What follows belongs to an exercise in optimizing a design on an open flow for small area, a short achievable clock period and few clock cycles per item; a production flow would make more cautious choices.
Only simulation tests tie the RTL to the original design; equivalence was not proved.
No activity file was given, so power comes from the tool's default toggle rates.

==> flow/design.v <==
`default_nettype none
module decrypt_rc4 #(
    parameter K_BYTES_LEN =  3,
    parameter M_BYTES_LEN = 16
) (
    input wire logic                                        clk,         
    input wire logic                                        reset,       
    input wire logic                                        enable,      
    input wire logic    [(K_BYTES_LEN * 8) - 1:0]           key,         
    input wire logic    [(M_BYTES_LEN * 8) - 1:0]           bytes_in,    
    output logic        [(M_BYTES_LEN * 8) - 1:0]           bytes_out,   
    output logic                                            done         
);
    logic st_idle, st_ksa, st_f, st_a, st_r, st_w, st_done;
    logic [7:0]  si;         
    logic [7:0]  sp;         
    logic [7:0]  a;          
    logic [7:0]  kk;         
    logic [1:0]  kq;         
    logic        we2;        
    logic [7:0]  n;          
    logic [15:0] w;          
    logic [15:0] dlo, dlo2, wlo;
    logic [31:0] dhi, whi;
    logic [7:0]  dm;         
    logic [7:0]  xr;         
    logic [7:0]  xh;         
    logic [7:0]  qv;         
    logic        eq_i, eq_j; 
    logic [7:0]   R [0:255];
    logic [7:0]   x;         
    logic [7:0]   wr;        
    logic         init, we;
    assign init = st_idle | st_done;
    assign we   = (st_ksa & we2) | st_f | st_a;
    function automatic logic [47:0] sumdec(input logic [7:0] u, input logic [7:0] v);
        logic [7:0]  h, g;
        logic [3:0]  e [0:7];    
        logic [15:0] lo;
        logic [31:0] hi;
        h = u ^ v;
        g = u & v;
        for (int b = 0; b < 8; b++)
            for (int c = 0; c < 4; c++) begin
                if (b == 0)
                    e[b][c] = (h[0] == c[1]);
                else
                    e[b][c] = ((h[b] ^ c[1]) == (g[b-1] | (h[b-1] & ~c[0])));
            end
        for (int k = 0; k < 16; k++)
            lo[k] = e[0][{k[0], 1'b0}] & e[1][{k[1], k[0]}] &
                    e[2][{k[2], k[1]}] & e[3][{k[3], k[2]}];
        for (int k = 0; k < 32; k++)
            hi[k] = e[4][{k[1], k[0]}] & e[5][{k[2], k[1]}] &
                    e[6][{k[3], k[2]}] & e[7][{k[4], k[3]}];
        sumdec = {hi, lo};
    endfunction
    logic [7:0] xg [0:31];
    always_comb begin
        for (int gi = 0; gi < 32; gi++) begin
            xg[gi] = 8'd0;
            for (int l = 0; l < 8; l++)
                xg[gi] = xg[gi] | ({8{(gi < 16) ? dlo[(gi * 8 + l) % 16] : dlo2[(gi * 8 + l) % 16]}} &
                                   R[(gi * 8 + l + 1) % 256]);
        end
        x = 8'd0;
        for (int gi = 0; gi < 32; gi++)
            x = x | ({8{dhi[gi]}} & xg[gi]);
    end
    always_comb begin
        wr = 8'd0;
        for (int k = 0; k < 16; k++)
            wr = wr | ({8{w[k]}} & R[(240 + k + 2) % 256]);
    end
    function automatic logic [7:0] mask(input integer p);
        logic [7:0] pm;
        pm = p - 1;
        mask = ~pm;
    endfunction
    logic [7:0] Q [0:255];       
    genvar p;
    generate
        for (p = 0; p < 256; p++) begin : g_ent
            localparam logic [7:0] M  = mask(p);
            localparam logic [7:0] MN = mask((p + 1) % 256);
            logic       t1, t2;
            logic [7:0] a, m, q;
            assign t1 = ~(wlo[p % 16] & whi[p / 8]);
            assign t2 = (wlo[p % 16] & whi[p / 8]) | init;
            assign a  = Q[(p + 1) % 256];
            for (genvar b = 0; b < 8; b++) begin : g_bit
                if (M[b] != MN[b]) begin : g_inv
                    rc4_oi u_c (.t1(t1), .t2(t2), .b(~(sp[b] ^ M[b])), .a(a[b]), .y(m[b]));
                end else begin : g_non
                    rc4_o u_c (.t1(t1), .t2(t2), .b(sp[b] ^ M[b]), .a(a[b]), .y(m[b]));
                end
            end
            if (p >= 240) begin : g_win
                assign q = (we && w[(p - 240) % 16]) ? (x ^ M) : m;
            end else begin : g_nowin
                assign q = m;
            end
            always_ff @(posedge clk)
                Q[p] <= q;
            assign R[p] = Q[p] ^ M;
        end
    endgenerate
    logic [7:0] knext;
    always_comb begin
        case (kq)
            2'd0:    knext = key[7:0];
            2'd1:    knext = key[15:8];
            default: knext = key[23:16];
        endcase
    end
    logic       fwd_new, fwd_old;
    logic [7:0] si_next;
    assign fwd_new = st_ksa & ((si ^ a) == 8'hff);    
    assign fwd_old = wlo[0] & whi[0];            
    assign si_next = fwd_new ? si : (fwd_old ? sp : R[1]);
    logic [7:0] tv;          
    assign tv = xh + qv;
    logic [7:0] du, dv;
    always_comb begin
        if (st_ksa) begin
            du = a;
            dv = si;
        end else if (st_f) begin
            du = fwd_old ? sp : R[1];    
            dv = 8'hfe;
        end else if (st_a) begin
            du = xh;
            dv = qv;
        end else if (st_r && n == 8'd16) begin
            du = xr;
            dv = qv;
        end else begin
            du = a;
            dv = wr;
        end
    end
    logic we_next;
    assign we_next = ~reset & (st_ksa | st_f | (st_r & n < 8'd16));
    always_ff @(posedge clk) begin
        xr <= x;
        xh <= xr;
    end
    always_ff @(posedge clk) begin
        logic [47:0] dd;
        dd = sumdec(du, dv);
        dlo  <= dd[15:0];
        dlo2 <= dd[15:0];
        dhi  <= dd[47:16];
        wlo  <= dd[15:0] & {16{we_next}};
        whi  <= dd[47:16];
    end
    always_ff @(posedge clk) begin
        if (init) begin
            si  <= 8'd0;
            a   <= key[7:0] - 8'd2;
            kk  <= key[15:8];
            kq  <= 2'd2;
            we2 <= 1'b0;
            n   <= 8'd0;
            w   <= 16'h4000;
        end else if (st_ksa) begin
            si  <= si_next;
            sp  <= si;
            a   <= a + si + kk - 8'd1;
            kk  <= knext;
            kq  <= (kq == 2'd2) ? 2'd0 : kq + 2'd1;
            we2 <= 1'b1;
            n   <= n + 8'd1;
        end else if (st_f) begin
            si  <= si_next;
            sp  <= si_next;
            dm  <= si_next - 8'd2;
            w   <= 16'h8000;
            n   <= 8'd1;
        end else if (st_a) begin
            eq_i <= (tv == ~n);
            eq_j <= (tv == dm - 8'd1);
            qv  <= sp + ~{n[6:0] + 7'd1, 1'b0} + {7'd0, n == 8'd16};
            a   <= dm - 8'd2;
            w   <= w >> 1;
        end else if (st_r) begin
            si  <= wr;
            sp  <= wr;
            if (n == 8'd16) begin
                eq_i <= 1'b0;
                eq_j <= 1'b0;
            end
            dm  <= a + wr;
            n   <= n + 8'd1;
        end
    end
    logic [7:0] ks;
    logic [3:0] ob;
    assign ks = eq_i ? sp : (eq_j ? xr : x);
    assign ob = 4'd1 - n[3:0];
    logic [7:0] ks_r;
    logic [3:0] ob_r;
    logic       ow_r;
    always_ff @(posedge clk) begin
        ks_r <= ks;
        ob_r <= ob;
        ow_r <= st_r && n != 8'd1;
    end
    generate
        for (p = 0; p < 16; p++) begin : g_out
            always_ff @(posedge clk)
                if (ow_r && ob_r == p)
                    bytes_out[p*8 +: 8] <= bytes_in[p*8 +: 8] ^ ks_r;
        end
    endgenerate
    always_ff @(posedge clk) begin
        done <= 1'b0;
        if (reset) begin
            st_idle <= 1'b1;
            st_ksa  <= 1'b0;
            st_f    <= 1'b0;
            st_a    <= 1'b0;
            st_r    <= 1'b0;
            st_w    <= 1'b0;
            st_done <= 1'b0;
        end else begin
            if (st_idle && enable) begin
                st_idle <= 1'b0;
                st_ksa  <= 1'b1;
            end
            if (st_ksa && n == 8'd255) begin
                st_ksa <= 1'b0;
                st_f   <= 1'b1;
            end
            if (st_f) begin
                st_f <= 1'b0;
                st_a <= 1'b1;
            end
            if (st_a) begin
                st_a <= 1'b0;
                st_r <= 1'b1;
            end
            if (st_r) begin
                if (n == 8'd17) begin
                    st_r <= 1'b0;
                    st_w <= 1'b1;
                end else if (n != 8'd16) begin
                    st_r <= 1'b0;
                    st_a <= 1'b1;
                end
            end
            if (st_w) begin
                st_w    <= 1'b0;
                st_done <= 1'b1;
                done    <= 1'b1;
            end
            if (st_done && !enable) begin
                st_done <= 1'b0;
                st_idle <= 1'b1;
            end
        end
    end
endmodule
module rc4_oi (input wire logic t1, t2, b, a, output logic y);
    assign y = ~((t1 | b) & (t2 | a));
endmodule
module rc4_o (input wire logic t1, t2, b, a, output logic y);
    assign y = (t1 | b) & (t2 | a);
endmodule
clock: 8.0 ns
lec_check: 0
cap_margin: 20
core_margin: 2
core_utilization: 40
cts_buf_list: sky130_fd_sc_hd__clkbuf_8 sky130_fd_sc_hd__clkbuf_16
cts_cluster_diameter: 80
cts_cluster_size: 30
place_density: 0.55
setup_slack_margin: 4.5
slew_margin: 20
synth_hierarchical: 1
synth_memory_max_bits: 4096
synth_minimum_keep_size: 0
tns_end_percent: 10
run.sh (not shown) runs the stock make flow with config.mk's settings and CLKGATE_MAP_FILE= SYNTH_SCRIPT=/design/flow/synth_recipe.tcl, a recipe that flattens the netlist after the stock synthesis.
Testbench counts at the start, summed over its fixed seeds: cycles 18,744, items 64.
Then changed:
--- a/flow/design.v
+++ b/flow/design.v
@@ -8,26 +8,25 @@
     input wire logic                                        enable,      
     input wire logic    [(K_BYTES_LEN * 8) - 1:0]           key,         
     input wire logic    [(M_BYTES_LEN * 8) - 1:0]           bytes_in,    
     output logic        [(M_BYTES_LEN * 8) - 1:0]           bytes_out,   
     output logic                                            done         
 );
-    logic st_idle, st_ksa, st_f, st_a, st_r, st_w, st_done;
+    logic st_idle, st_ksa, st_f, st_a, st_r, st_done;
     logic [7:0]  si;         
     logic [7:0]  sp;         
     logic [7:0]  a;          
     logic [7:0]  kk;         
     logic [1:0]  kq;         
     logic        we2;        
     logic [7:0]  n;          
     logic [15:0] w;          
     logic [15:0] dlo, dlo2, wlo;
     logic [31:0] dhi, whi;
     logic [7:0]  dm;         
     logic [7:0]  xr;         
-    logic [7:0]  xh;         
     logic [7:0]  qv;         
     logic        eq_i, eq_j; 
     logic [7:0]   R [0:255];
     logic [7:0]   x;         
     logic [7:0]   wr;        
     logic         init, we;
@@ -116,38 +115,31 @@
     logic       fwd_new, fwd_old;
     logic [7:0] si_next;
     assign fwd_new = st_ksa & ((si ^ a) == 8'hff);    
     assign fwd_old = wlo[0] & whi[0];            
     assign si_next = fwd_new ? si : (fwd_old ? sp : R[1]);
     logic [7:0] tv;          
-    assign tv = xh + qv;
+    assign tv = xr + qv;
     logic [7:0] du, dv;
     always_comb begin
         if (st_ksa) begin
             du = a;
             dv = si;
         end else if (st_f) begin
             du = fwd_old ? sp : R[1];    
             dv = 8'hfe;
-        end else if (st_a) begin
-            du = xh;
-            dv = qv;
-        end else if (st_r && n == 8'd16) begin
+        end else if (st_a || (st_r && n == 8'd16)) begin
             du = xr;
             dv = qv;
         end else begin
             du = a;
             dv = wr;
         end
     end
     logic we_next;
     assign we_next = ~reset & (st_ksa | st_f | (st_r & n < 8'd16));
-    always_ff @(posedge clk) begin
-        xr <= x;
-        xh <= xr;
-    end
     always_ff @(posedge clk) begin
         logic [47:0] dd;
         dd = sumdec(du, dv);
         dlo  <= dd[15:0];
         dlo2 <= dd[15:0];
         dhi  <= dd[47:16];
@@ -175,12 +167,13 @@
             si  <= si_next;
             sp  <= si_next;
             dm  <= si_next - 8'd2;
             w   <= 16'h8000;
             n   <= 8'd1;
         end else if (st_a) begin
+            xr  <= x;
             eq_i <= (tv == ~n);
             eq_j <= (tv == dm - 8'd1);
             qv  <= sp + ~{n[6:0] + 7'd1, 1'b0} + {7'd0, n == 8'd16};
             a   <= dm - 8'd2;
             w   <= w >> 1;
         end else if (st_r) begin
@@ -195,36 +188,27 @@
         end
     end
     logic [7:0] ks;
     logic [3:0] ob;
     assign ks = eq_i ? sp : (eq_j ? xr : x);
     assign ob = 4'd1 - n[3:0];
-    logic [7:0] ks_r;
-    logic [3:0] ob_r;
-    logic       ow_r;
-    always_ff @(posedge clk) begin
-        ks_r <= ks;
-        ob_r <= ob;
-        ow_r <= st_r && n != 8'd1;
-    end
     generate
         for (p = 0; p < 16; p++) begin : g_out
             always_ff @(posedge clk)
-                if (ow_r && ob_r == p)
-                    bytes_out[p*8 +: 8] <= bytes_in[p*8 +: 8] ^ ks_r;
+                if (st_r && n != 8'd1 && ob == p)
+                    bytes_out[p*8 +: 8] <= bytes_in[p*8 +: 8] ^ ks;
         end
     endgenerate
     always_ff @(posedge clk) begin
         done <= 1'b0;
         if (reset) begin
             st_idle <= 1'b1;
             st_ksa  <= 1'b0;
             st_f    <= 1'b0;
             st_a    <= 1'b0;
             st_r    <= 1'b0;
-            st_w    <= 1'b0;
             st_done <= 1'b0;
         end else begin
             if (st_idle && enable) begin
                 st_idle <= 1'b0;
                 st_ksa  <= 1'b1;
             end
@@ -239,23 +223,19 @@
             if (st_a) begin
                 st_a <= 1'b0;
                 st_r <= 1'b1;
             end
             if (st_r) begin
                 if (n == 8'd17) begin
-                    st_r <= 1'b0;
-                    st_w <= 1'b1;
+                    st_r    <= 1'b0;
+                    st_done <= 1'b1;
+                    done    <= 1'b1;
                 end else if (n != 8'd16) begin
                     st_r <= 1'b0;
                     st_a <= 1'b1;
                 end
-            end
-            if (st_w) begin
-                st_w    <= 1'b0;
-                st_done <= 1'b1;
-                done    <= 1'b1;
             end
             if (st_done && !enable) begin
                 st_done <= 1'b0;
                 st_idle <= 1'b1;
             end
         end
What happened:
- final area grows by a little under a tenth
- global-route usage grows by 1.4 points
- total power grows by roughly a tenth
- non-clock buffer count grows by 124
- hold slack improved by 0.028 ns
- wire length grows by roughly a tenth
- final cell count grows by roughly a tenth
- critical path depth grows by 2
- setup slack improved by 0.13 ns
Testbench counts after the change, summed over its fixed seeds: cycles 18,680, items 64.

==> afterwards: timing with drivers on the ports <==
How much do the figures lean on ideal ports? The routed layouts below were timed once more, with nothing changed but the port constraints.
Step 1 assumes that a clkbuf_16 drives the clock port and a buf_2 every other input.
Step 2, shift: input delay + t, output delay - t, t = (earliest + latest rising clock arrival at the registers) / 2. This alone moves slack from input paths to output paths.
Slacks: ideal ports / drivers / drivers and shift; pairs: ideal ports / drivers.
run	shift t [ns]	setup slack, ns	worst hold slack (ns)	worst setup path at the end	worst register clock-pin slew, ns
the first run	0.964	4.146 / 4.146 / 4.146	0.399 / 0.399 / 0.399	register to register	0.12 / 0.12
the second run	0.953	4.279 / 4.279 / 4.279	0.427 / 0.427 / 0.427	register to register	0.12 / 0.12
After both steps setup and hold are still met in every run listed.
